From an optimization exercise on the open Yosys and OpenROAD flow, aimed at small area and a short achievable clock period; shortcuts taken in it are not production practice.
RTL that was checked went through simulation tests only; none was proved equivalent to the original.
The RTL of runs 2, 3, 5 and 6 was laid out without a check of its function.
Power figures rest on the tool's default switching activity, not on a simulated workload.

`flow/config.mk`:
```
export PLATFORM = sky130hd
export DESIGN_NAME = CPU
export DESIGN_NICKNAME = CPU
export VERILOG_FILES = /design/flow/design.v
export SDC_FILE = /design/flow/constraint.sdc
export NUM_CORES = 4
export LEC_CHECK = 0
export CAP_MARGIN = 20
export CORE_MARGIN = 2
export CORE_UTILIZATION = 65
export CTS_BUF_LIST = sky130_fd_sc_hd__clkbuf_16
export CTS_CLUSTER_DIAMETER = 80
export CTS_CLUSTER_SIZE = 24
export SETUP_SLACK_MARGIN = 1.6
export SLEW_MARGIN = 20
```
`flow/constraint.sdc`:
```
create_clock -name core_clock -period 3.5 [get_ports {clk}]
set_input_delay 0.7000 -clock core_clock [delete_from_list [all_inputs] [get_ports {clk}]]
set_output_delay 0.7000 -clock core_clock [all_outputs]
set_load 0.01 [all_outputs]
```
`flow/design.v`:
```
module ALU_PG (
    input  [15:0] data1,
    input  [15:0] data2,
    input         sub,
    output [15:0] p,
    output [15:0] g
);
    wire [15:0] b = data2 ^ {16{sub}};
    assign p = data1 ^ b;
    assign g = {data1[15:1] & b[15:1], (data1[0] & b[0]) | ((data1[0] ^ b[0]) & sub)};
endmodule
module ALU (
    input  [15:0] p,
    input  [15:0] g,
    input  [1:0]  op,
    output [15:0] result
);
    wire [15:0] g1, p1, g2, p2, g3, p3, c;
    genvar i;
    generate
        for (i = 0; i < 16; i = i + 1) begin : l1
            if (i >= 1) begin
                assign g1[i] = g[i] | (p[i] & g[i-1]);
                assign p1[i] = p[i] & p[i-1];
            end else begin
                assign g1[i] = g[i];
                assign p1[i] = p[i];
            end
        end
        for (i = 0; i < 16; i = i + 1) begin : l2
            if (i >= 2) begin
                assign g2[i] = g1[i] | (p1[i] & g1[i-2]);
                assign p2[i] = p1[i] & p1[i-2];
            end else begin
                assign g2[i] = g1[i];
                assign p2[i] = p1[i];
            end
        end
        for (i = 0; i < 16; i = i + 1) begin : l3
            if (i >= 4) begin
                assign g3[i] = g2[i] | (p2[i] & g2[i-4]);
                assign p3[i] = p2[i] & p2[i-4];
            end else begin
                assign g3[i] = g2[i];
                assign p3[i] = p2[i];
            end
        end
        for (i = 0; i < 16; i = i + 1) begin : l4
            if (i >= 8)
                assign c[i] = g3[i] | (p3[i] & g3[i-8]);
            else
                assign c[i] = g3[i];
        end
    endgenerate
    wire [15:0] sum = p ^ {c[14:0], op[0]};
    assign result = op[1] ? (op[0] ? (p | g) : g) : sum;
endmodule
module Control_Unit (
    input  [3:0] opcode,
    output       mem_read,
    output       mem_write,
    output       reg_write,
    output [1:0] alu_op
);
    assign mem_read  = (opcode == 4'd5);
    assign mem_write = (opcode == 4'd6);
    assign reg_write = (opcode >= 4'd1) && (opcode <= 4'd5);
    assign alu_op    = (opcode == 4'd2) ? 2'd1 :
                       (opcode == 4'd3) ? 2'd2 :
                       (opcode == 4'd4) ? 2'd3 : 2'd0;
endmodule
module Register_File (
    input         clk,
    input         reset,
    input  [3:0]  next_reg1,     
    input  [3:0]  next_reg2,
    input  [15:0] read_sel1,     
    input  [15:0] read_sel2,
    input  [15:0] write_en,      
    input  [15:0] write_data,
    output reg [15:0] next_sel1,
    output reg [15:0] next_sel2,
    output reg [15:0] reg_data1,
    output reg [15:0] reg_data2
);
    reg [15:0] registers [0:15];
    reg [15:0] valid;
    wire [15:0] we = write_en;
    integer i;
    always @(posedge clk) begin
        for (i = 0; i < 16; i = i + 1)
            if (we[i])
                registers[i] <= write_data;
    end
    always @(posedge clk or posedge reset) begin
        if (reset)
            valid <= 16'b0;
        else
            valid <= valid | we;
    end
    always @(*) begin
        for (i = 0; i < 16; i = i + 1) begin
            next_sel1[i] = (valid[i] || we[i]) && next_reg1 == i;
            next_sel2[i] = (valid[i] || we[i]) && next_reg2 == i;
        end
    end
    always @(*) begin
        reg_data1 = 16'b0;
        reg_data2 = 16'b0;
        for (i = 0; i < 16; i = i + 1) begin
            reg_data1 = reg_data1 | (registers[i] & {16{read_sel1[i]}});
            reg_data2 = reg_data2 | (registers[i] & {16{read_sel2[i]}});
        end
    end
endmodule
module Hazard_Detection_Unit (
    input        clk,
    input        reset,
    input        id_mem_read,
    input  [3:0] id_rd,
    input  [15:0] instr,
    output reg   stall
);
    always @(posedge clk or posedge reset) begin
        if (reset)
            stall <= 1'b0;
        else if (id_mem_read && (id_rd == instr[11:8] || id_rd == instr[7:4]))
            stall <= 1'b1;
    end
endmodule
module CPU (
    input clk,
    input reset,
    output [15:0] pc,
    input [15:0] instr,
    output [15:0] alu_out,
    output mem_read,
    output mem_write,
    input [15:0] mem_data
);
    wire stall;
    reg  stall_d;    
    reg  [1:0] started;
    reg [15:0] pc_reg;
    reg        id_mem_read, id_mem_write, id_reg_write;
    reg [1:0]  id_alu_op;
    reg [3:0]  id_ra;
    reg [15:0] id_sel1, id_sel2;   
    reg [15:0] ex_p, ex_g;
    reg [1:0]  ex_alu_op;
    reg        ex_mem_read, ex_reg_write;
    reg [3:0]  ex_rd;
    reg [15:0] wb_result;
    reg        wb_mem_read;
    reg [15:0] wb_we;        
    wire       dec_mem_read, dec_mem_write, dec_reg_write;
    wire [1:0] dec_alu_op;
    wire [15:0] next_sel1, next_sel2;
    wire [15:0] rf_data1, rf_data2, alu_result, id_p, id_g;
    reg  [15:0] ex_we;
    Control_Unit cu (
        .opcode(instr[15:12]),
        .mem_read(dec_mem_read),
        .mem_write(dec_mem_write),
        .reg_write(dec_reg_write),
        .alu_op(dec_alu_op)
    );
    Hazard_Detection_Unit hdu (
        .clk(clk),
        .reset(reset),
        .id_mem_read(id_mem_read),
        .id_rd(id_ra),
        .instr(instr),
        .stall(stall)
    );
    always @(posedge clk or posedge reset) begin
        if (reset) begin
            pc_reg       <= 16'b0;
            id_mem_read  <= 1'b0;
            id_mem_write <= 1'b0;
            id_reg_write <= 1'b0;
        end else begin
            pc_reg <= pc_reg + {15'b0, ~stall};
            if (!stall) begin
                id_mem_read  <= dec_mem_read;
                id_mem_write <= dec_mem_write;
            end
            id_reg_write <= dec_reg_write;
        end
    end
    always @(posedge clk) begin
        id_alu_op <= dec_alu_op;
        id_ra     <= instr[11:8];
        id_sel1   <= next_sel1;
        id_sel2   <= next_sel2;
    end
    Register_File rf (
        .clk(clk),
        .reset(reset),
        .next_reg1(instr[11:8]),
        .next_reg2(instr[7:4]),
        .read_sel1(id_sel1),
        .read_sel2(id_sel2),
        .write_en(wb_we),
        .write_data(wb_mem_read ? mem_data : wb_result),
        .next_sel1(next_sel1),
        .next_sel2(next_sel2),
        .reg_data1(rf_data1),
        .reg_data2(rf_data2)
    );
    ALU_PG alu_pg (
        .data1(rf_data1),
        .data2(rf_data2),
        .sub(id_alu_op == 2'd1),
        .p(id_p),
        .g(id_g)
    );
    always @(posedge clk or posedge reset) begin
        if (reset)
            ex_reg_write <= 1'b0;
        else
            ex_reg_write <= id_reg_write;
    end
    always @(posedge clk) begin
        ex_p        <= id_p;
        ex_g        <= id_g;
        ex_alu_op   <= id_alu_op;
        ex_mem_read <= id_mem_read;
        ex_rd       <= id_ra;
    end
    ALU alu (
        .p(ex_p),
        .g(ex_g),
        .op(ex_alu_op),
        .result(alu_result)
    );
    integer i;
    always @(*)
        for (i = 0; i < 16; i = i + 1)
            ex_we[i] = ex_reg_write && ex_rd == i;
    always @(posedge clk or posedge reset) begin
        if (reset) begin
            started      <= 2'b0;
            stall_d      <= 1'b0;
            wb_result    <= 16'b0;
            wb_we        <= 16'b0;
        end else begin
            started      <= {started[0], 1'b1};
            stall_d      <= stall;
            if (!started[1])
                wb_result <= 16'b0;
            else if (!stall_d)
                wb_result <= alu_result;
            wb_we        <= ex_we;
        end
    end
    always @(posedge clk)
        wb_mem_read <= ex_mem_read;
    assign pc       = pc_reg;
    assign alu_out  = wb_result;
    assign mem_read = id_mem_read;
    assign mem_write = id_mem_write;
endmodule
```
`flow/flow/run.sh`:
```
#!/bin/bash
set -euo pipefail
bash standard.sh synth > synth.log 2>&1
bash standard.sh MATCH_CELL_FOOTPRINT=0 \
  "BUFFER_PORTS_ARGS=-buffer_cell sky130_fd_sc_hd__buf_2" \
  "CTS_ARGS=-sink_clustering_enable -repair_clock_nets -buf_list sky130_fd_sc_hd__clkbuf_16 -sink_clustering_size 24 -sink_clustering_max_diameter 80 -dont_use_dummy_load" \
  finish > layout.log 2>&1
```
`flow/standard.sh`:
```
#!/bin/bash
# synth_recipe.tcl (not shown) runs the flow's synth.tcl, then flattens the netlist and writes it again
# the make line also repeats each setting of config.mk as NAME=value (left out here)
make -C /OpenROAD-flow-scripts/flow DESIGN_CONFIG=/design/flow/config.mk WORK_HOME=/design/flow/orfs CLKGATE_MAP_FILE= SYNTH_SCRIPT=/design/flow/synth_recipe.tcl "${@:-finish}"
```
==> flow_summary.toml, run 1 <==
[logic_synthesis]
syn_avg_cell_area_sq_um = 14.14
ys.warnings.count = 4
synthCells = 1145
synth_cell_type_count = 59
syn-num-nets = 1197
synth_top_area_share = 0.4748
synth_area_leaders = "edfxtp_1, dfrtp_1, dfxtp_1"
synthFlopType = "edfxtp_1"
synth-edff-count = 256
syn_area_sq_um = 16190
ys_seq_area_frac = 0.6825
synth-seq-cells = 406
yosys.area.top_type = "edfxtp_1"
postSynth.asyncResetShare = 0.1773

[sta]
worstMarginPinSlew_ns = 1.205
fmax_mhz = 517.7
fin_skew_ns = 0.05441
min_period_over_period = 0.5519
setup_viol = 0
hold_viol = 0
grt_setup_unrepaired = "true"
post-route-min-period_ns = 1.932
relSlewSlack = 0.1969
setup_ws_ns = 1.568
fin_setup_tns_ns = 0
maxSlewViolCount = 0

[pwr]
leakage_nw = 5.982
vdd_ir_drop_max_uv = 467.1
power_density_nw_per_um2 = 527.6

[placement]
port_buffers = 63
place_inst = 1462
place_congestion = 0.9012
placed_area_sq_um = 16690
dp_slack_ns = 1.267
hpwl_microns = 27670

[cts]
cts_buffer_depth = 3
cts_buffers = 21
cts-root-buf = "clkbuf_16"
numClockSinks = 406
clk_pin_slew_ns = 0.09
cts_tree = "yes"
htreeDepth = 1
worstSkewPairLatency_ns = 0.55
hold_buffers = 0

[flow_run]
cap_violations = 0

[grt]
first_global_vias = 11042
grt_max_degree = 73
grt_first_pass_wirelength_microns = 69470
antenna_found_initial = 0
grt_overflow = 0
track_usage = 0.3679

[worst_setup_path]
cp_top_family = "flip-flops"
crit_slowest_cell = "dfxtp_4"
end_kind = "flip-flop"
max_stage_delay_ns = 0.42
rr_worst_depth = 5
path_max_fanout = 7
worstPathRequired_ns = 3.89
worst-setup-path-type = "reg2reg"
path_buf_inv = 1
worstPathCellList = "buf_4 -> a221oi_1 -> nand4_1 -> xnor2_1 -> ha_1"
cp-start-kind = "flip-flop"
crit_arrival_ns = 2.32
cp_num_cells = 5

[floorplan]
die_y_microns = 161.8
rows = 57
start_util = 0.6638
coreArea_sq_um = 24390
die-area_sq_um = 26190
ios = 68
die_w_microns = 161.8

[final_layout]
largest_register_ffs = 256
diodes = 0
area_growth_pct = 9.622
finish.instance_area_sq_um = 17750
utilization = 0.7277
drive_above_1_share = 0.1832
final_common_cell = "edfxtp_1"
regMostFlops = "rf.registers"
final_cells = 1514
num-nets-final = 1244
layout_common_cells = "edfxtp_1, a22o_1, a221oi_1"

[outcome]
outcome = "timing/DRC/antenna clean"

[worst_hold_path]
hold_path_class = "in2reg"
holdPathStages = 1

[detailed_routing]
drt_iter0_markers = 2134
wl_per_cell_microns = 32.05
drc = 0
vias_per_cell = 7.548
ant_nets = 0
wl_microns = 48530
first_pass_iters = 6
num_vias = 11428
## routing by layer
metal | track usage | vias to the layer above | share of wire
met4 | 0.1983 | 0 | 0.062
met2 | 0.5464 | 1005 | 0.44
li1 | - | 4664 | -
met3 | 0.09551 | 217 | 0.14
met5 | 0 | - | 0
met1 | 0.5040 | 5542 | 0.36
## cells in the mapped netlist (all sizes together), types with 2 or more instances
cell / n
buf: 5
a31oi: 2
a22oi: 11
a41oi: 2
clkbuf: 77
nor2b: 2
a21o: 7
inv: 23
dfrtp: 72
nor4: 10
dfxtp: 78
nand3: 15
nand2: 33
o31ai: 2
nor3b: 2
ha: 18
nand4: 34
o21ai: 25
or2: 3
a221oi: 129
edfxtp: 256
nand3b: 2
nor2: 47
o211a: 2
a21oi: 21
xnor2: 33
a211oi: 7
nand2b: 12
a22o: 127
and3: 4
nor3: 32
xor2: 14
and2: 5
o211ai: 4
mux2: 16
## path summary, 6_finish.rpt
check	slack, ns	endpoint	start
min in group asynchronous	0.45	pc_reg[6]	reset
setup reg to reg	1.57	ex_p[13]	id_sel2[14]
hold / removal	0.32	id_ra[3]	instr[11]
setup / recovery	1.57	ex_p[13]	id_sel2[14]
max in group asynchronous	2.39	wb_we[6]	reset
hold reg to reg	0.34	ex_alu_op[0]	id_alu_op[0]
## where the power goes
| group | total, mW | switching [mW] | leakage (nW) | internal, mW |
|---|---|---|---|---|
| clock | 2.46 | 1.39 | 0.259 | 1.07 |
| combinational | 1.23 | 0.662 | 2.32 | 0.567 |
| sequential | 5.67 | 0.364 | 3.40 | 5.31 |
| total | 9.36 | 2.41 | 5.98 | 6.95 |
## area by class of cell
| class | instances | area [sq um] |
|---|---|---|
| inverter | 23 | 93.84 |
| multi-input combinational | 634 | 4831 |
| clock buffer | 21 | 525.5 |
| sequential | 406 | 11150 |
| fill | 1613 | 6643 |
| timing repair buffer | 106 | 742.0 |
| tap | 324 | 405.4 |
## kinds of logic (layout without fill, tap and decap cells)
| group | after synthesis | count (layout) | share of synthesized area |
|---|---|---|---|
| flops | 406 | 406 | 0.6825 |
| compound gates | 347 | 347 | 0.1774 |
| simple gates | 204 | 204 | 0.06383 |
| buf+inv | 105 | 150 | 0.02496 |
| xor+xnor | 47 | 47 | 0.02543 |
| fa+ha+maj | 18 | 18 | 0.01391 |
| mux | 17 | 17 | 0.01175 |
| other cells | 1 | 1 | 0.0002316 |
## repair_timing
item	4_1_cts	5_1_grt
setup endpoints to repair	46	22
pin swaps	12	17
gates resized for setup	55	22
buffers inserted	8	23
gates cloned	0	0
## metrics by stage
step                      hold WS (ns)  power, mW
final                           0.3227      9.364
after global routing            0.3220      9.710
after CTS                       0.3141      9.289
after detailed placement        0.3233      6.888
after global placement          0.3159      6.857
after floorplan                 0.3096      6.489
## worst register-to-register path, delay by kind of cell (launching register included)
family	cells	cell delay, ns
DFF	1	0.42
adders and majority gates	1	0.30
AOI/OAI and AO/OA	1	0.33
and+or+nand+nor	1	0.30
buffers and inverters	1	0.21
xor gates and xnor gates	1	0.21
==> run 2, diff against run 1 <==
--- a/flow/design.v
+++ b/flow/design.v
@@ -6,8 +6,8 @@
     output [15:0] g
 );
     wire [15:0] b = data2 ^ {16{sub}};
-    assign p = data1 ^ b;
-    assign g = {data1[15:1] & b[15:1], (data1[0] & b[0]) | ((data1[0] ^ b[0]) & sub)};
+    assign p = (data1 ^ data2) ^ {16{sub}};
+    assign g = {data1[15:1] & b[15:1], (data1[0] & b[0]) | (p[0] & sub)};
 endmodule
 module ALU (
     input  [15:0] p,
@@ -139,11 +139,12 @@
     input [15:0] mem_data
 );
     wire stall;
-    reg  stall_d;    
-    reg  [1:0] started;
+    reg        started;
+    reg        wb_load, wb_hold;
     reg [15:0] pc_reg;
     reg        id_mem_read, id_mem_write, id_reg_write;
     reg [1:0]  id_alu_op;
+    reg        id_sub;
     reg [3:0]  id_ra;
     reg [15:0] id_sel1, id_sel2;   
     reg [15:0] ex_p, ex_g;
@@ -190,6 +191,7 @@
     end
     always @(posedge clk) begin
         id_alu_op <= dec_alu_op;
+        id_sub    <= dec_alu_op == 2'd1;
         id_ra     <= instr[11:8];
         id_sel1   <= next_sel1;
         id_sel2   <= next_sel2;
@@ -211,7 +213,7 @@
     ALU_PG alu_pg (
         .data1(rf_data1),
         .data2(rf_data2),
-        .sub(id_alu_op == 2'd1),
+        .sub(id_sub),
         .p(id_p),
         .g(id_g)
     );
@@ -240,17 +242,16 @@
             ex_we[i] = ex_reg_write && ex_rd == i;
     always @(posedge clk or posedge reset) begin
         if (reset) begin
-            started      <= 2'b0;
-            stall_d      <= 1'b0;
+            started      <= 1'b0;
+            wb_load      <= 1'b0;
+            wb_hold      <= 1'b0;
             wb_result    <= 16'b0;
             wb_we        <= 16'b0;
         end else begin
-            started      <= {started[0], 1'b1};
-            stall_d      <= stall;
-            if (!started[1])
-                wb_result <= 16'b0;
-            else if (!stall_d)
-                wb_result <= alu_result;
+            started      <= 1'b1;
+            wb_load      <= started & ~stall;
+            wb_hold      <= started & stall;
+            wb_result    <= (alu_result & {16{wb_load}}) | (wb_result & {16{wb_hold}});
             wb_we        <= ex_we;
         end
     end
--- a/flow/config.mk
+++ b/flow/config.mk
@@ -7,7 +7,7 @@
 export LEC_CHECK = 0
 export CAP_MARGIN = 20
 export CORE_MARGIN = 2
-export CORE_UTILIZATION = 65
+export CORE_UTILIZATION = 60
 export CTS_BUF_LIST = sky130_fd_sc_hd__clkbuf_16
 export CTS_CLUSTER_DIAMETER = 80
 export CTS_CLUSTER_SIZE = 24
==> flow_summary.toml, run 2 <==
[detailed_routing]
num_vias = 11222
drt_iter0_markers = 1744
first_pass_iters = 5
wl_per_cell_microns = 31.31
wl_microns = 48540
drc = 0
ant_nets = 0
vias_per_cell = 7.240

[pwr]
leakage_nw = 6.278
vdd_ir_drop_max_uv = 376.9
power_density_nw_per_um2 = 508.5

[logic_synthesis]
synth-seq-cells = 407
synth-edff-count = 256
postSynth.asyncResetShare = 0.1769
synth_top_area_share = 0.4750
ys.warnings.count = 4
ys_seq_area_frac = 0.6840
synthTopCellsByCount = "edfxtp_1, a22o_1, a221oi_1"
syn_area_sq_um = 16180
synth.most_common_cell = "edfxtp_1"
synthFlopType = "edfxtp_1"
synth_cell_type_count = 54
syn_avg_cell_area_sq_um = 13.81
yosys.area.top_type = "edfxtp_1"
synthCells = 1172
syn-num-nets = 1209
synth_area_leaders = "edfxtp_1, dfrtp_1, dfxtp_1"

[final_layout]
layout_common_cells = "edfxtp_1, a22o_1, a221oi_1"
largest_register_ffs = 256
utilization = 0.6588
final_common_cell = "edfxtp_1"
regMostFlops = "rf.registers"
num-nets-final = 1248
drive_above_1_share = 0.1605
fillCellCount = 1977
area_growth_pct = 8.782
diodes = 0

[sta]
post-route-min-period_ns = 1.992
setup_ws_ns = 1.508
setup_viol = 0
fin_skew_ns = 0.02018
fmax_mhz = 502.1
grt_setup_unrepaired = "true"
hold_viol = 0
hold_slack_ns = 0.3299
min_period_over_period = 0.5691
maxSlewViolCount = 0
fin_setup_tns_ns = 0
relSlewSlack = 0.2176
worstMarginPinSlew_ns = 1.174

[grt]
grt_max_degree = 44
grt_overflow = 0
grt_first_pass_wirelength_microns = 69540
track_usage = 0.3427
first_global_vias = 10664
antenna_found_initial = 0

[outcome]
outcome = "timing/DRC/antenna clean"

[cts]
cts_buffers = 21
worstSkewPairLatency_ns = 0.54
cts_buffer_depth = 3
numClockSinks = 407
cts-root-buf = "clkbuf_16"
cts_tree = "yes"
hold_buffers = 0
htreeDepth = 1
clk_pin_slew_ns = 0.09

[worst_setup_path]
crit_arrival_ns = 2.41
worst-setup-path-type = "reg2reg"
cp-start-kind = "flip-flop"
end_kind = "flip-flop"
worstPathRequired_ns = 3.92
path_max_fanout = 3

[floorplan]
die_w_microns = 168.2
coreArea_sq_um = 26730
ios = 68
rows = 60
die-area_sq_um = 28300
start_util = 0.6056
die_y_microns = 168.2

[placement]
place_congestion = 0.9119
dp_slack_ns = 1.337
hpwl_microns = 28010
port_buffers = 63

[worst_hold_path]
hold_path_class = "in2async"

[flow_run]
cap_violations = 0
run 2: kinds of logic (layout without fill, tap and decap cells):
logic type,count (synthesis),in the layout,share of synthesized area
xor gates and xnor gates,64,64,0.03463
other,1,1,0.0002317
buffers and inverters,102,139,0.02366
AOI/OAI and AO/OA,335,335,0.1679
adders and majority gates,3,3,0.002320
and+or+nand+nor,243,243,0.07546
muxes,17,17,0.01175
DFF,407,407,0.6840
run 2: critical path: stages (launching register included):
cell and delay, ns:
dfxtp_4 0.38, ha_4 0.16, o211ai_1 0.24, a21oi_2 0.13, buf_4 0.17, or2_1 0.21
nor3b_1 0.14, a221o_1 0.28, a22o_1 0.18
run 2: cell type report:
class / instances / area [sq um] / area share
clock buffer: 21 / 525.5 / 0.02985
inverter: 21 / 82.58 / 0.004691
multi-input combinational: 663 / 4845 / 0.2752
sequential: 407 / 11150 / 0.6332
tap: 341 / 426.7 / 0.02423
timing repair buffer: 97 / 578.1 / 0.03283
run 2: final timing paths:
kind | end | cells after the start | slack, ns | from
setup / recovery | wb_result[6] | 8 | 1.51 | ex_g[0]
hold / removal | id_reg_write | 2 | 0.33 | reset
setup reg to reg | wb_result[6] | 8 | 1.51 | ex_g[0]
hold reg to reg | ex_alu_op[0] | 0 | 0.33 | id_alu_op[0]
max in group asynchronous | rf.valid[1] | 3 | 2.37 | reset
min in group core_clock | id_ra[3] | 1 | 0.33 | instr[11]
run 2: power by group:
| part | internal, mW | leakage, nW | switching (mW) |
|---|---|---|---|
| sequential | 5.31 | 3.90 | 0.305 |
| combinational | 0.385 | 2.12 | 0.470 |
| clock | 1.07 | 0.259 | 1.41 |
| total | 6.77 | 6.28 | 2.19 |
run 2: layer usage:
layer,up-vias,global-route usage,part of all wire
li1,4690,-,-
met1,5519,0.4868,0.38
met2,860,0.5280,0.45
met3,153,0.06888,0.13
met4,0,0.1327,0.043
met5,-,0,0
run 2: stage by stage:
step	instance area (sq um)	cells	power (mW)
CTS	17410	1544	8.907
finish	17610	1550	8.952
floorplan	16190	1172	6.181
global route	17610	1550	9.217
detailed placement	16770	1514	6.499
global placement	16770	1514	6.481
run 2: repair_timing:
action,in CTS,in global routing
pin swaps,11,16
hold endpoints to repair,0,0
resized for setup,31,35
setup buffers,9,6
setup endpoints to repair,40,34
==> run 3, diff against run 2 <==
--- a/flow/config.mk
+++ b/flow/config.mk
@@ -11,5 +11,5 @@
 export CTS_BUF_LIST = sky130_fd_sc_hd__clkbuf_16
 export CTS_CLUSTER_DIAMETER = 80
 export CTS_CLUSTER_SIZE = 24
-export SETUP_SLACK_MARGIN = 1.6
+export SETUP_SLACK_MARGIN = 1.8
 export SLEW_MARGIN = 20
==> flow_summary.toml, run 3 <==
[sta]
fmax_mhz = 517.4
hold_slack_ns = 0.2460
grt_setup_unrepaired = "true"
min_period_over_period = 0.5522
worstMarginPinSlew_ns = 0.7987
fin_setup_tns_ns = 0
maxSlewViolCount = 0
setup_viol = 0
hold_viol = 0
relSlewSlack = 0.4675
post-route-min-period_ns = 1.933
fin_skew_ns = 0.04429

[grt]
track_usage = 0.3636
first_global_vias = 11373
grt_first_pass_wirelength_microns = 73690
grt_overflow = 0
antenna_found_initial = 0
grt_max_degree = 73

[logic_synthesis]
synth_top_area_share = 0.4750
synth_cell_type_count = 54
postSynth.asyncResetShare = 0.1769
syn_avg_cell_area_sq_um = 13.81
syn-num-nets = 1209
synth.most_common_cell = "edfxtp_1"
synthFlopType = "edfxtp_1"
synth-edff-count = 256
synthCells = 1172
synth-seq-cells = 407
synth_area_leaders = "edfxtp_1, dfrtp_1, dfxtp_1"
syn_area_sq_um = 16180
synthTopCellsByCount = "edfxtp_1, a22o_1, a221oi_1"
ys_seq_area_frac = 0.6840
ys.warnings.count = 4
yosys.area.top_type = "edfxtp_1"

[placement]
port_buffers = 63
place_congestion = 0.9505
hpwl_microns = 28060
place_inst = 1509

[final_layout]
layout_common_cells = "edfxtp_1, a22o_1, buf_4"
area_growth_pct = 17.19
largest_register_ffs = 256
num-nets-final = 1335
final_cells = 1637
final_common_cell = "edfxtp_1"
drive_above_1_share = 0.2755
regMostFlops = "rf.registers"
utilization = 0.7096
diodes = 0
fillCellCount = 1802

[pwr]
p_clk_frac = 0.277
power_frac_comb = 0.109
swShare = 0.2500
leakage_nw = 6.986
power_density_nw_per_um2 = 479.9
pwr-share-seq = 0.615
vdd_ir_drop_max_uv = 351.4
p_sw_mw = 2.276
p_int_mw = 6.827

[detailed_routing]
drc = 0
drt_iter0_markers = 2062
first_pass_iters = 6
vias_per_cell = 7.236
wl_per_cell_microns = 31.90
num_vias = 11846
ant_nets = 0
wl_microns = 52210

[floorplan]
rows = 60
die-area_sq_um = 28300
ios = 68
die_w_microns = 168.2
die_y_microns = 168.2
start_util = 0.6056
coreArea_sq_um = 26730

[flow_run]
cap_violations = 0

[worst_setup_path]
cp_common_cell = "nand2_1"
max_stage_delay_ns = 0.51
end_kind = "flip-flop"
worstPathCellList = "nand2_1 -> o21ai_0 -> nor3_1 -> a21oi_2 -> nand2_1 -> or4_1 -> a31oi_1"
crit_slowest_cell = "dfxtp_1"
rr_worst_depth = 7
worst-setup-path-type = "reg2reg"
cp-start-kind = "flip-flop"
worstPathRequired_ns = 3.94
crit_arrival_ns = 2.37
path_max_fanout = 6

[cts]
htreeDepth = 1
cts_tree = "yes"
cts_buffers = 21
cts_buffer_depth = 3
cts-root-buf = "clkbuf_16"
numClockSinks = 407
worstSkewPairLatency_ns = 0.56
clk_pin_slew_ns = 0.09
hold_buffers = 0

[worst_hold_path]
hold_path_class = "in2async"

[outcome]
outcome = "timing/DRC/antenna clean"
run 3: cell counts after synthesis:
Identical to the previous run, type by type.
run 3: layout make-up:
cell class,count,area [sq um],area share
sequential,407,11180,0.5897
tap,341,426.7,0.02250
inverter,21,82.58,0.004354
timing repair buffer,184,1496,0.07890
multi-input combinational,663,5251,0.2769
clock buffer,21,525.5,0.02771
run 3: worst max-delay path: cells and delay by family, from the launching register on:
family / cells / cell delay (ns)
AOI/OAI and AO/OA: 3 / 0.68
and+or+nand+nor: 4 / 0.66
DFF: 1 / 0.51
run 3: repair_timing:
action,in CTS,in global routing
buffers inserted,84,23
pin swaps,41,42
setup endpoints to repair,156,83
resized for setup,124,52
run 3: path summary, 6_finish.rpt:
check / startpoint / end / slack, ns
max in group asynchronous: reset / wb_result[12] / 2.91
min in group core_clock: instr[11] / id_ra[3] / 0.31
hold / removal: reset / wb_we[7] / 0.25
setup reg to reg: ex_p[9] / wb_result[14] / 1.57
hold reg to reg: id_alu_op[1] / ex_alu_op[1] / 0.33
setup / recovery: ex_p[9] / wb_result[14] / 1.57
run 3: power by group through the flow:
stage / registers [mW] / clock network (mW) / logic (mW)
after CTS: 5.58 / 2.54 / 0.909
after global placement: 5.71 / 0 / 0.772
after floorplan: 5.54 / 0 / 0.645
final: 5.59 / 2.52 / 0.988
after detailed placement: 5.71 / 0 / 0.789
after global routing: 5.62 / 2.68 / 1.06
run 3: kinds of logic (layout without fill, tap and decap cells):
family / after synthesis / in the layout / share of synthesized area
flops: 407 / 407 / 0.6840
mux: 17 / 17 / 0.01175
buf+inv: 102 / 226 / 0.02366
compound gates: 335 / 335 / 0.1679
simple gates: 243 / 243 / 0.07546
xor+xnor: 64 / 64 / 0.03463
fa+ha+maj: 3 / 3 / 0.002320
other cells: 1 / 1 / 0.0002317
run 3: stage by stage:
stage	setup WS (ns)	power, mW	instance area (sq um)
after global placement	1.337	6.485	16760
after floorplan	1.709	6.189	16210
after CTS	1.588	9.022	18490
after detailed placement	1.310	6.502	16770
final	1.567	9.103	18970
after global routing	1.436	9.357	18970
run 3: metal layers:
| metal | vias up | part of all wire | GRT usage | wire, microns |
|---|---|---|---|---|
| met2 | 973 | 0.45 | 0.5477 | 23270 |
| met4 | 0 | 0.046 | 0.1627 | 2379 |
| met5 | - | 0 | 0 | 0 |
| met3 | 168 | 0.14 | 0.09756 | 7165 |
| li1 | 4869 | - | - | - |
| met1 | 5836 | 0.37 | 0.5019 | 19400 |
==> run 4, diff against run 3 <==
--- a/flow/design.v
+++ b/flow/design.v
@@ -12,8 +12,10 @@
 module ALU (
     input  [15:0] p,
     input  [15:0] g,
-    input  [1:0]  op,
-    output [15:0] result
+    input         sub,
+    output [15:0] sum,
+    output [15:0] and_result,
+    output [15:0] or_result
 );
     wire [15:0] g1, p1, g2, p2, g3, p3, c;
     genvar i;
@@ -52,8 +54,9 @@
                 assign c[i] = g3[i];
         end
     endgenerate
-    wire [15:0] sum = p ^ {c[14:0], op[0]};
-    assign result = op[1] ? (op[0] ? (p | g) : g) : sum;
+    assign sum = p ^ {c[14:0], sub};
+    assign and_result = g;
+    assign or_result  = p | g;
 endmodule
 module Control_Unit (
     input  [3:0] opcode,
@@ -140,7 +143,7 @@
 );
     wire stall;
     reg        started;
-    reg        wb_load, wb_hold;
+    reg        ex_sel_sum, ex_sel_and, ex_sel_or, wb_hold;
     reg [15:0] pc_reg;
     reg        id_mem_read, id_mem_write, id_reg_write;
     reg [1:0]  id_alu_op;
@@ -148,7 +151,7 @@
     reg [3:0]  id_ra;
     reg [15:0] id_sel1, id_sel2;   
     reg [15:0] ex_p, ex_g;
-    reg [1:0]  ex_alu_op;
+    reg        ex_sub;
     reg        ex_mem_read, ex_reg_write;
     reg [3:0]  ex_rd;
     reg [15:0] wb_result;
@@ -157,7 +160,7 @@
     wire       dec_mem_read, dec_mem_write, dec_reg_write;
     wire [1:0] dec_alu_op;
     wire [15:0] next_sel1, next_sel2;
-    wire [15:0] rf_data1, rf_data2, alu_result, id_p, id_g;
+    wire [15:0] rf_data1, rf_data2, id_p, id_g, alu_sum, alu_and, alu_or;
     reg  [15:0] ex_we;
     Control_Unit cu (
         .opcode(instr[15:12]),
@@ -226,15 +229,17 @@
     always @(posedge clk) begin
         ex_p        <= id_p;
         ex_g        <= id_g;
-        ex_alu_op   <= id_alu_op;
+        ex_sub      <= id_sub;
         ex_mem_read <= id_mem_read;
         ex_rd       <= id_ra;
     end
     ALU alu (
         .p(ex_p),
         .g(ex_g),
-        .op(ex_alu_op),
-        .result(alu_result)
+        .sub(ex_sub),
+        .sum(alu_sum),
+        .and_result(alu_and),
+        .or_result(alu_or)
     );
     integer i;
     always @(*)
@@ -243,15 +248,20 @@
     always @(posedge clk or posedge reset) begin
         if (reset) begin
             started      <= 1'b0;
-            wb_load      <= 1'b0;
+            ex_sel_sum   <= 1'b0;
+            ex_sel_and   <= 1'b0;
+            ex_sel_or    <= 1'b0;
             wb_hold      <= 1'b0;
             wb_result    <= 16'b0;
             wb_we        <= 16'b0;
         end else begin
             started      <= 1'b1;
-            wb_load      <= started & ~stall;
+            ex_sel_sum   <= started & ~stall & ~id_alu_op[1];
+            ex_sel_and   <= started & ~stall & (id_alu_op == 2'd2);
+            ex_sel_or    <= started & ~stall & (id_alu_op == 2'd3);
             wb_hold      <= started & stall;
-            wb_result    <= (alu_result & {16{wb_load}}) | (wb_result & {16{wb_hold}});
+            wb_result    <= (alu_sum & {16{ex_sel_sum}}) | (alu_and & {16{ex_sel_and}})
+                          | (alu_or & {16{ex_sel_or}}) | (wb_result & {16{wb_hold}});
             wb_we        <= ex_we;
         end
     end
--- a/flow/config.mk
+++ b/flow/config.mk
@@ -11,5 +11,5 @@
 export CTS_BUF_LIST = sky130_fd_sc_hd__clkbuf_16
 export CTS_CLUSTER_DIAMETER = 80
 export CTS_CLUSTER_SIZE = 24
-export SETUP_SLACK_MARGIN = 1.8
+export SETUP_SLACK_MARGIN = 1.6
 export SLEW_MARGIN = 20
==> flow_summary.toml, run 4 <==
[outcome]
outcome = "timing/DRC/antenna clean"

[logic_synthesis]
syn_area_sq_um = 16380
synth_cell_type_count = 65
synth_top_area_share = 0.4692
ys.warnings.count = 4
synth-edff-count = 256
syn_avg_cell_area_sq_um = 13.72
syn-num-nets = 1231
yosys.area.top_type = "edfxtp_1"
synthTopCellsByCount = "edfxtp_1, a221oi_1, a22o_1"
synthFlopType = "edfxtp_1"
synth-seq-cells = 408
synthCells = 1194
synth.most_common_cell = "edfxtp_1"
ys_seq_area_frac = 0.6775
postSynth.asyncResetShare = 0.1814
synth_area_leaders = "edfxtp_1, dfrtp_1, dfxtp_1"

[pwr]
p_total_mw = 8.925
power_frac_comb = 0.090
p_sw_mw = 2.192
pwr-share-seq = 0.630
swShare = 0.2456
p_int_mw = 6.734
leakage_nw = 6.276
vdd_ir_drop_max_uv = 353.3
power_density_nw_per_um2 = 504.9
p_clk_frac = 0.280

[final_layout]
diodes = 0
area_growth_pct = 7.889
layout_common_cells = "edfxtp_1, a221oi_1, a22o_1"
final_common_cell = "edfxtp_1"
drive_above_1_share = 0.1505
fillCellCount = 1980
num-nets-final = 1255
regMostFlops = "rf.registers"
largest_register_ffs = 256

[sta]
fin_skew_ns = 0.04623
post-route-min-period_ns = 1.901
fmax_mhz = 525.9
maxSlewViolCount = 0
grt_setup_unrepaired = "true"
fin_setup_tns_ns = 0
setup_viol = 0
hold_slack_ns = 0.2938
min_period_over_period = 0.5433
worstMarginPinSlew_ns = 1.211
hold_viol = 0
relSlewSlack = 0.1930

[worst_setup_path]
crit_slowest_cell = "dfxtp_4"
end_kind = "flip-flop"
worstPathRequired_ns = 3.91
max_stage_delay_ns = 0.47
r2r_start = "id_sel2[0]"
cp_top_family = "simple AND/OR/NAND/NOR gates"
worstPathCellList = "a22o_1 -> a221oi_1 -> nand4_1 -> xnor2_2 -> nor2b_1"
crit_arrival_ns = 2.31
worst-setup-path-type = "reg2reg"
path_buf_inv = 0
rr_worst_depth = 5
rr_endpoint = "ex_g[5]"
cp_num_cells = 5
critical_path.startpoint = "id_sel2[0]"
ff2ff_setup_slack_ns = 1.60
path_max_fanout = 16
cp-start-kind = "flip-flop"
cp-endpoint = "ex_g[5]"

[cts]
cts_buffer_depth = 3
htreeDepth = 1
cts_tree = "yes"
cts_buffers = 21
clk_pin_slew_ns = 0.09
hold_buffers = 0
worstSkewPairLatency_ns = 0.55
cts-root-buf = "clkbuf_16"
numClockSinks = 408

[grt]
grt_first_pass_wirelength_microns = 70760
grt_overflow = 0
antenna_found_initial = 0
first_global_vias = 11076
track_usage = 0.3445
grt_max_degree = 43

[placement]
hpwl_microns = 28360
port_buffers = 63
place_congestion = 0.9315

[detailed_routing]
drt_iter0_markers = 2099
wl_per_cell_microns = 31.79
first_pass_iters = 6
ant_nets = 0
wl_microns = 49490
num_vias = 11321
drc = 0
vias_per_cell = 7.271

[floorplan]
die_y_microns = 169.3
start_util = 0.6096
die_w_microns = 169.3
rows = 60
coreArea_sq_um = 26880
die-area_sq_um = 28650
ios = 68

[flow_run]
cap_violations = 0

[worst_hold_path]
hold_path_class = "in2async"
==> run 4: cell types whose count changed after synthesis, sizes merged, moves of 5 or more <==
cell,before,now
buf,1,14
nor2,59,69
clkbuf,80,71
a22oi,68,61
a221oi,94,99
o21a,0,5
o221ai,7,2
==> run 4: worst min path at each step <==
stage / from / end / cells after the start
5_1_grt: instr[10] / id_ra[2] / 1
4_1_cts: reset / pc_reg[4] / 2
3_5_place_dp: ex_mem_read / wb_mem_read / 0
6_report: reset / pc_reg[4] / 2
2_1_floorplan: ex_mem_read / wb_mem_read / 0
3_3_place_gp: ex_mem_read / wb_mem_read / 0
==> run 4: layer usage <==
metal | wire length [microns] | global-route usage | up-vias
met5 | 0 | 0 | -
met4 | 2362 | 0.1542 | 0
met3 | 6745 | 0.08116 | 161
met2 | 21940 | 0.5216 | 864
met1 | 18450 | 0.4799 | 5547
li1 | - | - | 4749
==> run 4: worst reg2reg max path, cell delays in order, from the launching register on <==
cell      delay (ns)
dfxtp_4         0.47
a22o_1          0.27
a221oi_1        0.25
nand4_1         0.37
xnor2_2         0.25
nor2b_1         0.15
==> run 4: power by group through the flow <==
| stage | Sequential [mW] | Combinational (mW) | Clock (mW) |
|---|---|---|---|
| floorplan | 5.54 | 0.634 | 0 |
| global placement | 5.71 | 0.751 | 0 |
| detailed placement | 5.71 | 0.765 | 0 |
| CTS | 5.61 | 0.778 | 2.52 |
| global route | 5.65 | 0.874 | 2.68 |
| finish | 5.62 | 0.803 | 2.50 |
==> run 4: repair_timing <==
item / CTS / global route
buffers inserted: 2 / 0
setup endpoints to repair: 42 / 31
resized for setup: 39 / 28
pin swaps: 2 / 9
==> run 4: through the flow <==
| stage | setup slack, ns | util | std cells | instance area [sq um] |
|---|---|---|---|---|
| 4_1_cts | 1.601 | 0.6538 | 1557 | 17570 |
| 5_1_grt | 1.569 | 0.6577 | 1557 | 17680 |
| 2_1_floorplan | 1.693 | - | 1194 | 16390 |
| 6_report | 1.599 | 0.6577 | 1557 | 17680 |
| 3_5_place_dp | 1.335 | 0.6306 | 1534 | 16950 |
| 3_3_place_gp | 1.351 | 0.6306 | 1534 | 16950 |
==> run 4: cell type report <==
type | instances | area, sq um | share of cell area
Clock buffer | 21 | 525.5 | 0.02973
Inverter | 21 | 82.58 | 0.004672
Multi-Input combinational cell | 680 | 4962 | 0.2807
Timing Repair Buffer | 86 | 504.2 | 0.02852
Sequential cell | 408 | 11180 | 0.6322
Tap cell | 341 | 426.7 | 0.02414
==> run 4: logic make-up (layout without fill, tap and decap cells) <==
family	Yosys count	in the layout	share of synthesized area
flops	408	408	0.6775
xor+xnor	60	60	0.03207
mux	19	19	0.01291
buf+inv	106	128	0.02635
other cells	1	1	0.0002289
compound gates	347	347	0.1716
fa+ha+maj	3	3	0.002291
simple gates	250	250	0.07705
==> run 5, diff against run 4 <==
--- a/flow/design.v
+++ b/flow/design.v
@@ -87,24 +87,23 @@
     output reg [15:0] reg_data2
 );
     reg [15:0] registers [0:15];
-    reg [15:0] valid;
-    wire [15:0] we = write_en;
+    reg        clear;
     integer i;
+    always @(posedge clk or posedge reset) begin
+        if (reset)
+            clear <= 1'b1;
+        else
+            clear <= 1'b0;
+    end
     always @(posedge clk) begin
         for (i = 0; i < 16; i = i + 1)
-            if (we[i])
-                registers[i] <= write_data;
-    end
-    always @(posedge clk or posedge reset) begin
-        if (reset)
-            valid <= 16'b0;
-        else
-            valid <= valid | we;
+            if (write_en[i] || clear)
+                registers[i] <= write_data & {16{~clear}};
     end
     always @(*) begin
         for (i = 0; i < 16; i = i + 1) begin
-            next_sel1[i] = (valid[i] || we[i]) && next_reg1 == i;
-            next_sel2[i] = (valid[i] || we[i]) && next_reg2 == i;
+            next_sel1[i] = next_reg1 == i;
+            next_sel2[i] = next_reg2 == i;
         end
     end
     always @(*) begin
==> flow_summary.toml, run 5 <==
[worst_setup_path]
path_max_fanout = 3
crit_arrival_ns = 2.51
worstPathRequired_ns = 3.88
rr_endpoint = "wb_result[14]"
end_kind = "flip-flop"
r2r_start = "ex_g[0]"
worst-setup-path-type = "reg2reg"
rr_worst_depth = 7
ff2ff_setup_slack_ns = 1.37
cp-start-kind = "flip-flop"

[grt]
grt_max_degree = 45
grt_overflow = 0
antenna_found_initial = 0
track_usage = 0.3525
grt_first_pass_wirelength_microns = 71570
first_global_vias = 11035

[logic_synthesis]
synth_top_area_share = 0.4806
ys_seq_area_frac = 0.6706
syn_avg_cell_area_sq_um = 13.40
synth-edff-count = 256
synth_cell_type_count = 58
yosys.area.top_type = "edfxtp_1"
synth_area_leaders = "edfxtp_1, dfxtp_1, dfrtp_1"
ys.warnings.count = 4
syn-num-nets = 1231
synthTopCellsByCount = "edfxtp_1, a221oi_1, a22o_1"
synthCells = 1194
synth-seq-cells = 393
postSynth.asyncResetShare = 0.1501
syn_area_sq_um = 16000
synth.most_common_cell = "edfxtp_1"
synthFlopType = "edfxtp_1"

[pwr]
p_int_mw = 6.877
vdd_ir_drop_max_uv = 370.0
power_frac_comb = 0.125
p_total_mw = 9.349
pwr-share-seq = 0.620
power_density_nw_per_um2 = 535.7
p_sw_mw = 2.472
p_clk_frac = 0.256
leakage_nw = 6.433
swShare = 0.2644

[floorplan]
ios = 68
die_y_microns = 167.3
rows = 59
coreArea_sq_um = 26130
start_util = 0.6121
die-area_sq_um = 27980
die_w_microns = 167.3

[detailed_routing]
wl_microns = 49450
num_vias = 11366
drc = 0
first_pass_iters = 17
ant_nets = 0
drt_iter0_markers = 2002
vias_per_cell = 7.352
wl_per_cell_microns = 31.99

[final_layout]
diodes = 0
final_cells = 1546
utilization = 0.6678
num-nets-final = 1250
fillCellCount = 1931
register_area_sq_um = 10800
layout_common_cells = "edfxtp_1, a22o_1, a221oi_1"
final_common_cell = "edfxtp_1"
drive_above_1_share = 0.1759
area_growth_pct = 9.097
regMostFlops = "rf.registers"
multi_input_area_sq_um = 5152
largest_register_ffs = 256

[worst_hold_path]
hold_path_class = "in2async"

[sta]
fin_skew_ns = 0.04549
setup_viol = 0
relSlewSlack = 0.4066
post-route-min-period_ns = 2.132
maxSlewViolCount = 0
worstMarginPinSlew_ns = 0.8883
grt_setup_unrepaired = "true"
min_period_over_period = 0.6092
hold_viol = 0
fin_setup_tns_ns = 0
hold_slack_ns = 0.3214
fmax_mhz = 469.0

[cts]
numClockSinks = 393
htreeDepth = 1
clk_pin_slew_ns = 0.09
cts_buffer_depth = 3
hold_buffers = 0
cts-root-buf = "clkbuf_16"
cts_tree = "yes"
cts_buffers = 20
worstSkewPairLatency_ns = 0.54

[placement]
place_congestion = 0.9013
port_buffers = 63
place_inst = 1513
hpwl_microns = 28090

[flow_run]
cap_violations = 0

[outcome]
outcome = "timing/DRC/antenna clean"
[run 5: cell types whose count changed in the layout (fill, tap and decap cells not counted), moves of 8 or more]
cell	delta
a22oi_1	+8
dfrtp_1	-15
inv_1	-10
mux2_2	-17
mux2i_1	+16
nor2_2	+17
nor3_1	-12
or2_4	+16
[run 5: how the worst max path moves through the flow]
stage | end | slack (ns) | from
2_1_floorplan | wb_result[14] | 1.60 | ex_g[0]
3_3_place_gp | rf.registers[4][11] | 1.28 | wb_mem_read
3_5_place_dp | rf.registers[4][11] | 1.22 | wb_mem_read
4_1_cts | wb_result[14] | 1.37 | ex_g[0]
5_1_grt | wb_result[14] | 1.33 | ex_g[0]
6_report | wb_result[14] | 1.37 | ex_g[0]
[run 5: area by class of cell]
class / count / share of cell area
clock buffer: 20 / 0.02868
inverter: 11 / 0.002581
multi-input combinational: 697 / 0.2953
sequential: 393 / 0.6189
tap: 335 / 0.02402
timing repair buffer: 90 / 0.03054
[run 5: through the flow]
stage               instance area [sq um]  worst slack, ns
floorplan                           16000            1.604
global placement                    16480            1.276
detailed placement                  16480            1.218
CTS                                 17260            1.369
global route                        17450            1.328
finish                              17450            1.368
[run 5: power by group through the flow]
stage	Sequential [mW]	Clock, mW	Combinational [mW]
6_report	5.79	2.39	1.17
3_5_place_dp	5.85	0	0.998
5_1_grt	5.83	2.56	1.26
4_1_cts	5.76	2.40	1.08
2_1_floorplan	5.64	0	0.811
3_3_place_gp	5.85	0	0.982
[run 5: repair_timing]
item / 4_1_cts / 5_1_grt
setup buffers: 3 / 10
resized for setup: 85 / 33
setup endpoints to repair: 554 / 117
pin swaps: 16 / 19
[run 5: worst max-delay path: stages (launching register included)]
cell and delay [ns]:
dfxtp_2 0.34, ha_2 0.17, or2_1 0.22, a221o_2 0.41, a31oi_1 0.24, a21oi_1 0.12, xor2_1 0.17, a221o_1 0.30
[run 5: logic make-up after synthesis]
logic type,count (synthesis),share of synthesized area
buffers and inverters,104,0.02511
XOR/XNOR,65,0.03559
flip-flops,393,0.6706
multiplexers,18,0.01126
AND/OR/NAND/NOR,266,0.08159
adder cells (fa/ha/maj),3,0.002347
other,2,0.0004695
AO/OA/AOI/OAI,343,0.1730
[run 5: routing by layer]
metal  part of all wire  track usage  routed length (microns)
met1               0.37       0.4825                    18080
met3               0.13      0.07752                     6649
met4              0.059       0.1679                     2902
met5                  0            0                        0
met2               0.44       0.5436                    21820
==> run 6, diff against run 5 <==
--- a/flow/config.mk
+++ b/flow/config.mk
@@ -13,3 +13,4 @@
 export CTS_CLUSTER_SIZE = 24
 export SETUP_SLACK_MARGIN = 1.6
 export SLEW_MARGIN = 20
+export SYNTH_HIERARCHICAL = 1
==> flow_summary.toml, run 6 <==
[final_layout]
final_cells = 1502
num-nets-final = 1200
finish.instance_area_sq_um = 17540
fillCellCount = 2011
largest_register_ffs = 256
area_growth_pct = 6.091
regMostFlops = "rf.registers"
layout_common_cells = "edfxtp_1, a22o_1, a221oi_1"
register_area_sq_um = 10800
diodes = 0
drive_above_1_share = 0.2369
multi_input_area_sq_um = 5350
final_common_cell = "edfxtp_1"

[cts]
cts_buffer_depth = 3
htreeDepth = 1
worstSkewPairLatency_ns = 0.53
numClockSinks = 393
cts_tree = "yes"
clk_pin_slew_ns = 0.08
post_cts_buffers = 0
cts_buffers = 20
cts-root-buf = "clkbuf_16"

[sta]
post-route-min-period_ns = 1.942
fin_skew_ns = 0.03215
hold_viol = 0
setup_viol = 0
maxSlewViolCount = 0
fmax_mhz = 514.8
min_period_over_period = 0.5550
hold_slack_ns = 0.02913
fin_setup_tns_ns = 0
relSlewSlack = 0.3434
worstMarginPinSlew_ns = 0.9836
grt_setup_unrepaired = "true"

[outcome]
outcome = "timing/DRC/antenna clean"

[pwr]
p_total_mw = 10.68
leakage_nw = 6.599
vdd_ir_drop_max_uv = 500.6
power_density_nw_per_um2 = 608.7

[detailed_routing]
drt_iter0_markers = 1033
drc = 0
wl_per_cell_microns = 27.21
vias_per_cell = 6.874
ant_nets = 0
wl_microns = 40870
first_pass_iters = 5
num_vias = 10325

[worst_setup_path]
worst-setup-path-type = "reg2reg"
worstPathCellList = "a221oi_1 -> nand4_1 -> and2_2"
ff2ff_setup_slack_ns = 1.56
worstPathRequired_ns = 3.90
crit_arrival_ns = 2.34
cp_num_cells = 3
end_kind = "flip-flop"
rr_worst_depth = 3
max_stage_delay_ns = 0.64
path_buf_inv = 0
cp-start-kind = "flip-flop"
cp_top_family = "compound AO/OA/AOI/OAI gates"
path_max_fanout = 16
critical_path.startpoint = "id_sel1[6]"
crit_slowest_cell = "a221oi_1"
cp-endpoint = "ex_g[11]"
r2r_start = "id_sel1[6]"
rr_endpoint = "ex_g[11]"

[placement]
port_buffers = 63
placed_area_sq_um = 16710
hpwl_microns = 26970
place_congestion = 0.8623
place_inst = 1482

[floorplan]
die-area_sq_um = 28900
ios = 68
rows = 60
coreArea_sq_um = 27030
die_w_microns = 170.0
start_util = 0.6118
die_y_microns = 170.0

[logic_synthesis]
synth.most_common_cell = "edfxtp_1"
ys.warnings.count = 10
synth_area_leaders = "edfxtp_1, dfxtp_1, dfrtp_1"
synthFlopType = "edfxtp_1"
yosys.area.top_type = "edfxtp_1"
synthCells = 1161
syn_area_sq_um = 16530
synth-seq-cells = 393
syn-num-nets = 1198
synth-edff-count = 256
synth_cell_type_count = 62
syn_avg_cell_area_sq_um = 14.24
postSynth.asyncResetShare = 0.1501
synthTopCellsByCount = "edfxtp_1, a221oi_1, a22o_1"
ys_seq_area_frac = 0.6487
synth_top_area_share = 0.4649

[grt]
antenna_found_initial = 0
track_usage = 0.2863
grt_overflow = 0
first_global_vias = 9995
grt_max_degree = 42
grt_first_pass_wirelength_microns = 60890

[worst_hold_path]
hold_path_class = "in2async"

[flow_run]
cap_violations = 0
-- run 6: cell count changes after synthesis, moves of 25 or more --
cell,previous run,this run
a22o_1,94,119
clkbuf_1,88,27
xor2_1,17,43
xnor2_1,48,18
a221oi_1,95,126
nand3_1,47,8
nor2_1,90,38
a22oi_1,69,32
buf_2,2,27
-- run 6: how the worst min path moves through the flow --
stage                     cells after the start           to  slack (ns)
after floorplan                               0  wb_mem_read        0.31
after global placement                        0  wb_mem_read        0.31
after detailed placement                      0  wb_mem_read        0.32
after CTS                                     2    hdu.stall        0.02
after global routing                          2    hdu.stall        0.02
final                                         2    hdu.stall        0.03
-- run 6: modules after synthesis (local to each module, per instance) --
module                 flip-flops and latches  copies in the design  cells
CPU                                       135                     1    283
Register_File                             257                     1    690
Control_Unit                                0                     1     10
ALU_PG                                      0                     1     50
Hazard_Detection_Unit                       1                     1     13
ALU                                         0                     1    115
-- run 6: logic make-up after synthesis --
| family | synth area share |
|---|---|
| muxes | 0.01294 |
| DFF | 0.6487 |
| adders and majority gates | 0.002270 |
| AOI/OAI and AO/OA | 0.1700 |
| buffers and inverters | 0.04336 |
| other | 0.0004542 |
| xor gates and xnor gates | 0.04018 |
| and+or+nand+nor | 0.08203 |
-- run 6: routing by layer --
metal	global-route usage	vias up	routed length (microns)
met5	0	-	0
met4	0.1059	0	1612
met3	0.02372	76	2392
met2	0.4893	413	20510
met1	0.3876	5247	16350
li1	-	4589	-
-- run 6: what timing repair did --
action	CTS	global route
endpoints found under the setup margin	213	288
pin swaps	3	16
hold buffers	0	0
endpoints found under the hold margin	0	0
gates resized for setup	55	41
-- run 6: layout make-up --
type / count / share of cell area
flip-flops and latches: 393 / 0.6156
clock buffers: 20 / 0.02853
repair buffers: 78 / 0.02439
well taps: 341 / 0.02432
multi-input cells: 661 / 0.3050
inverters: 9 / 0.002140
-- run 6: per-stage QoR --
| stage | util | worst slack (ns) |
|---|---|---|
| after global placement | 0.6183 | 1.293 |
| after CTS | 0.6441 | 1.573 |
| after global routing | 0.6491 | 1.491 |
| after detailed placement | 0.6183 | 1.266 |
| after floorplan | - | 1.869 |
| final | 0.6491 | 1.558 |
-- run 6: report_power, final --
group          leakage (nW)  switching [mW]  internal (mW)
Clock                 0.246            1.35           1.03
Sequential             4.07           0.710           5.85
Combinational          2.28           0.976          0.763
==> run 7, diff against run 6 <==
--- a/flow/design.v
+++ b/flow/design.v
@@ -74,7 +74,7 @@
 endmodule
 module Register_File (
     input         clk,
-    input         reset,
+    input         clear,
     input  [3:0]  next_reg1,     
     input  [3:0]  next_reg2,
     input  [15:0] read_sel1,     
@@ -87,14 +87,7 @@
     output reg [15:0] reg_data2
 );
     reg [15:0] registers [0:15];
-    reg        clear;
     integer i;
-    always @(posedge clk or posedge reset) begin
-        if (reset)
-            clear <= 1'b1;
-        else
-            clear <= 1'b0;
-    end
     always @(posedge clk) begin
         for (i = 0; i < 16; i = i + 1)
             if (write_en[i] || clear)
@@ -141,7 +134,9 @@
     input [15:0] mem_data
 );
     wire stall;
-    reg        started;
+    reg  [1:0] after_reset;
+    wire       rf_clear = after_reset != 2'd3;
+    wire       started  = after_reset != 2'd0;
     reg        ex_sel_sum, ex_sel_and, ex_sel_or, wb_hold;
     reg [15:0] pc_reg;
     reg        id_mem_read, id_mem_write, id_reg_write;
@@ -178,29 +173,31 @@
     );
     always @(posedge clk or posedge reset) begin
         if (reset) begin
+            after_reset  <= 2'd0;
             pc_reg       <= 16'b0;
             id_mem_read  <= 1'b0;
             id_mem_write <= 1'b0;
-            id_reg_write <= 1'b0;
         end else begin
+            if (rf_clear)
+                after_reset <= after_reset + 2'd1;
             pc_reg <= pc_reg + {15'b0, ~stall};
             if (!stall) begin
                 id_mem_read  <= dec_mem_read;
                 id_mem_write <= dec_mem_write;
             end
-            id_reg_write <= dec_reg_write;
-        end
-    end
-    always @(posedge clk) begin
-        id_alu_op <= dec_alu_op;
-        id_sub    <= dec_alu_op == 2'd1;
-        id_ra     <= instr[11:8];
-        id_sel1   <= next_sel1;
-        id_sel2   <= next_sel2;
+        end
+    end
+    always @(posedge clk) begin
+        id_reg_write <= dec_reg_write;
+        id_alu_op    <= dec_alu_op;
+        id_sub       <= dec_alu_op == 2'd1;
+        id_ra        <= instr[11:8];
+        id_sel1      <= next_sel1;
+        id_sel2      <= next_sel2;
     end
     Register_File rf (
         .clk(clk),
-        .reset(reset),
+        .clear(rf_clear),
         .next_reg1(instr[11:8]),
         .next_reg2(instr[7:4]),
         .read_sel1(id_sel1),
@@ -219,18 +216,13 @@
         .p(id_p),
         .g(id_g)
     );
-    always @(posedge clk or posedge reset) begin
-        if (reset)
-            ex_reg_write <= 1'b0;
-        else
-            ex_reg_write <= id_reg_write;
-    end
-    always @(posedge clk) begin
-        ex_p        <= id_p;
-        ex_g        <= id_g;
-        ex_sub      <= id_sub;
-        ex_mem_read <= id_mem_read;
-        ex_rd       <= id_ra;
+    always @(posedge clk) begin
+        ex_p         <= id_p;
+        ex_g         <= id_g;
+        ex_sub       <= id_sub;
+        ex_mem_read  <= id_mem_read;
+        ex_reg_write <= id_reg_write;
+        ex_rd        <= id_ra;
     end
     ALU alu (
         .p(ex_p),
@@ -246,26 +238,24 @@
             ex_we[i] = ex_reg_write && ex_rd == i;
     always @(posedge clk or posedge reset) begin
         if (reset) begin
-            started      <= 1'b0;
             ex_sel_sum   <= 1'b0;
             ex_sel_and   <= 1'b0;
             ex_sel_or    <= 1'b0;
             wb_hold      <= 1'b0;
             wb_result    <= 16'b0;
-            wb_we        <= 16'b0;
         end else begin
-            started      <= 1'b1;
             ex_sel_sum   <= started & ~stall & ~id_alu_op[1];
             ex_sel_and   <= started & ~stall & (id_alu_op == 2'd2);
             ex_sel_or    <= started & ~stall & (id_alu_op == 2'd3);
             wb_hold      <= started & stall;
             wb_result    <= (alu_sum & {16{ex_sel_sum}}) | (alu_and & {16{ex_sel_and}})
                           | (alu_or & {16{ex_sel_or}}) | (wb_result & {16{wb_hold}});
-            wb_we        <= ex_we;
-        end
-    end
-    always @(posedge clk)
+        end
+    end
+    always @(posedge clk) begin
         wb_mem_read <= ex_mem_read;
+        wb_we       <= ex_we;
+    end
     assign pc       = pc_reg;
     assign alu_out  = wb_result;
     assign mem_read = id_mem_read;
--- a/flow/config.mk
+++ b/flow/config.mk
@@ -7,10 +7,9 @@
 export LEC_CHECK = 0
 export CAP_MARGIN = 20
 export CORE_MARGIN = 2
-export CORE_UTILIZATION = 60
+export CORE_UTILIZATION = 55
 export CTS_BUF_LIST = sky130_fd_sc_hd__clkbuf_16
 export CTS_CLUSTER_DIAMETER = 80
 export CTS_CLUSTER_SIZE = 24
 export SETUP_SLACK_MARGIN = 1.6
 export SLEW_MARGIN = 20
-export SYNTH_HIERARCHICAL = 1
==> flow_summary.toml, run 7 <==
[sta]
fin_setup_tns_ns = 0
grt_setup_unrepaired = "true"
setup_viol = 0
relSlewSlack = 0.4265
post-route-min-period_ns = 1.952
maxSlewViolCount = 0
hold_viol = 0
worstMarginPinSlew_ns = 0.8590
fmax_mhz = 512.3
min_period_over_period = 0.5577
fin_skew_ns = 0.03043

[grt]
antenna_found_initial = 0
grt_max_degree = 42
grt_first_pass_wirelength_microns = 70340
use_met1 = 0.4329
globalRouteMet3Util = 0.05709
met2_usage = 0.5139
track_usage = 0.3201
grt_overflow = 0
grt_busiest_layer = "met2"
first_global_vias = 10503

[logic_synthesis]
synth_area_leaders = "edfxtp_1, dfxtp_1, dfrtp_1"
ys_seq_area_frac = 0.6667
synth-edff-count = 256
synthFlopType = "edfxtp_1"
postSynth.asyncResetShare = 0.1043
synth.most_common_cell = "edfxtp_1"
syn_area_sq_um = 15950
synth_cell_type_count = 56
synth-seq-cells = 393
ys.warnings.count = 4
yosys.area.top_type = "edfxtp_1"
synth_top_area_share = 0.4819
syn-num-nets = 1226
synthCells = 1187
synthTopCellsByCount = "edfxtp_1, a221oi_1, dfxtp_1"
syn_avg_cell_area_sq_um = 13.44

[placement]
place_congestion = 0.8835
port_buffers = 63
placed_area_sq_um = 16710
hpwl_microns = 29110

[detailed_routing]
wl_microns = 49420
vias_per_cell = 6.898
ant_nets = 0
num_vias = 11126
drc = 0
drt_iter0_markers = 1668
first_pass_iters = 5
wl_per_cell_microns = 30.64

[pwr]
power_density_nw_per_um2 = 487.2
power_frac_comb = 0.095
vdd_ir_drop_max_uv = 451.4
p_sw_mw = 2.069
leakage_nw = 6.328
pwr-share-seq = 0.622
p_int_mw = 6.466
p_clk_frac = 0.283
swShare = 0.2424

[cts]
cts_buffer_depth = 3
clk_pin_slew_ns = 0.10
cts-root-buf = "clkbuf_16"
worstSkewPairLatency_ns = 0.53
numClockSinks = 393
cts_buffers = 20
cts_tree = "yes"
htreeDepth = 1
hold_buffers = 0

[worst_setup_path]
worst-setup-path-type = "reg2reg"
path_buf_inv = 1
worstPathCellList = "buf_4 -> a22o_1 -> a221oi_1 -> nand4_1 -> xnor2_1 -> nor2b_1"
crit_slowest_cell = "dfxtp_2"
crit_arrival_ns = 2.40
end_kind = "flip-flop"
worstPathRequired_ns = 3.95
max_stage_delay_ns = 0.44
cp_num_cells = 6
rr_worst_depth = 6
cp-start-kind = "flip-flop"
cp_top_family = "compound AO/OA/AOI/OAI gates"
path_max_fanout = 9

[worst_hold_path]
hold_path_class = "in2async"

[floorplan]
die_y_microns = 174.3
die_w_microns = 174.3
ios = 68
start_util = 0.5573
die-area_sq_um = 30380
coreArea_sq_um = 28630
rows = 62

[final_layout]
final_common_cell = "edfxtp_1"
fillCellCount = 2250
drive_above_1_share = 0.1726
num-nets-final = 1269
multi_input_area_sq_um = 5107
regMostFlops = "rf.registers"
largest_register_ffs = 256
finish.instance_area_sq_um = 17520
register_area_sq_um = 10700
layout_common_cells = "edfxtp_1, a221oi_1, a22o_1"
area_growth_pct = 9.836

[flow_run]
cap_violations = 0

[outcome]
outcome = "timing/DRC/antenna clean"
## run 7: changes by cell type after synthesis, sizes merged, moves of 18 or more
| cell | previous run | this run |
|---|---|---|
| or2 | 30 | 1 |
| xnor2 | 18 | 50 |
| nand3 | 9 | 46 |
| clkbuf | 28 | 85 |
| a221oi | 128 | 98 |
| nand4 | 41 | 18 |
| a22oi | 32 | 68 |
| nor2 | 38 | 81 |
| a22o | 128 | 94 |
| mux2i | 0 | 19 |
| nand2b | 10 | 31 |
| buf | 70 | 5 |
| xor2 | 51 | 15 |
| dfxtp | 78 | 96 |
## run 7: repair_timing
action | CTS | global route
pin swaps | 6 | 10
gates resized for setup | 51 | 40
setup endpoints to repair | 306 | 53
buffers inserted | 2 | 4
## run 7: cells by family after synthesis
| group | synth area share |
|---|---|
| mux | 0.01404 |
| xor+xnor | 0.03569 |
| simple gates | 0.08856 |
| buf+inv | 0.02424 |
| compound gates | 0.1668 |
| flops | 0.6667 |
| fa+ha+maj | 0.003922 |
## run 7: layer usage
layer,vias up,wire length [microns]
met4,0,2293
met3,174,4966
met5,-,0
met2,762,22970
li1,4723,-
met1,5467,19190
## run 7: area by class of cell
class / instances / share of cell area
sequential: 393 / 0.6108
multi-input combinational: 695 / 0.2915
timing repair buffer: 111 / 0.03963
clock buffer: 20 / 0.02857
tap: 384 / 0.02742
inverter: 9 / 0.001928
antenna: 1 / 0.0001428
## run 7: through the flow
stage          hold slack [ns]  setup slack, ns  cells    util  power (mW)
3_5_place_dp            0.3171            1.084   1586  0.5837       6.134
2_1_floorplan           0.3096            1.746   1187       -       5.865
6_report                0.3368            1.548   1613  0.6121       8.536
5_1_grt                 0.3435            1.537   1612  0.6120       8.814
3_3_place_gp            0.3129            1.137   1586  0.5837       6.121
4_1_cts                 0.3396            1.601   1608  0.6057       8.515
## run 7: power by group through the flow
stage / Sequential (mW) / Clock (mW) / Combinational [mW]
final: 5.31 / 2.42 / 0.810
after global routing: 5.33 / 2.61 / 0.874
after CTS: 5.29 / 2.46 / 0.764
after detailed placement: 5.40 / 0 / 0.735
after global placement: 5.39 / 0 / 0.726
after floorplan: 5.28 / 0 / 0.586
## run 7: path summary, 6_finish.rpt
path | startpoint | to | slack, ns
setup / recovery | id_sel2[1] | ex_g[2] | 1.55
hold / removal | reset | pc_reg[8] | 0.34
setup reg to reg | id_sel2[1] | ex_g[2] | 1.55
hold reg to reg | id_reg_write | ex_reg_write | 0.34
max in group asynchronous | reset | id_mem_read | 2.58
min in group core_clock | id_reg_write | ex_reg_write | 0.34

==> what the ideal ports hide <==
In the flow no input, the clock included, has a driving cell. The finished layouts below were timed again as built, in two steps.
Step 1 sets driving cells, clkbuf_16 on the clock port and buf_2 on the other inputs (assumed; they add their load-dependent delay and slew).
Step 2 moves the port delays by t, midway between the first and last clock arrival at a register: inputs arrive t later, outputs are due t later. That takes back most of the time a late clock gives input paths.
a / b / c = ideal ports / drivers / drivers and shift; a / b = the first two.
run | t (ns) | setup WS [ns] | worst hold slack (ns) | clock arrival spread, ns | pins driven straight from the clock port
run 1 | 0.574 | 1.568 / 1.568 / 1.568 | 0.323 / 0.294 / 0.342 | 0.057 / 0.056 | 1
run 2 | 0.579 | 1.508 / 1.508 / 1.508 | 0.330 / 0.295 / 0.334 | 0.023 / 0.023 | 1
run 3 | 0.587 | 1.567 / 1.567 / 1.567 | 0.246 / 0.218 / 0.331 | 0.048 / 0.048 | 1
run 4 | 0.582 | 1.599 / 1.599 / 1.582 | 0.294 / 0.261 / 0.328 | 0.046 / 0.047 | 1
run 5 | 0.569 | 1.368 / 1.368 / 1.368 | 0.321 / 0.289 / 0.340 | 0.047 / 0.046 | 1
run 6 | 0.564 | 1.558 / 1.558 / 1.533 | 0.029 / -0.003 / 0.333 | 0.035 / 0.035 | 1
run 7 | 0.573 | 1.548 / 1.548 / 1.486 | 0.337 / 0.311 / 0.337 | 0.037 / 0.037 | 1
After both steps setup and hold are still met in every run listed. For run 7, which loses most, drivers alone change the setup slack by 0.000 ns; drivers and shift together by -0.062 ns.
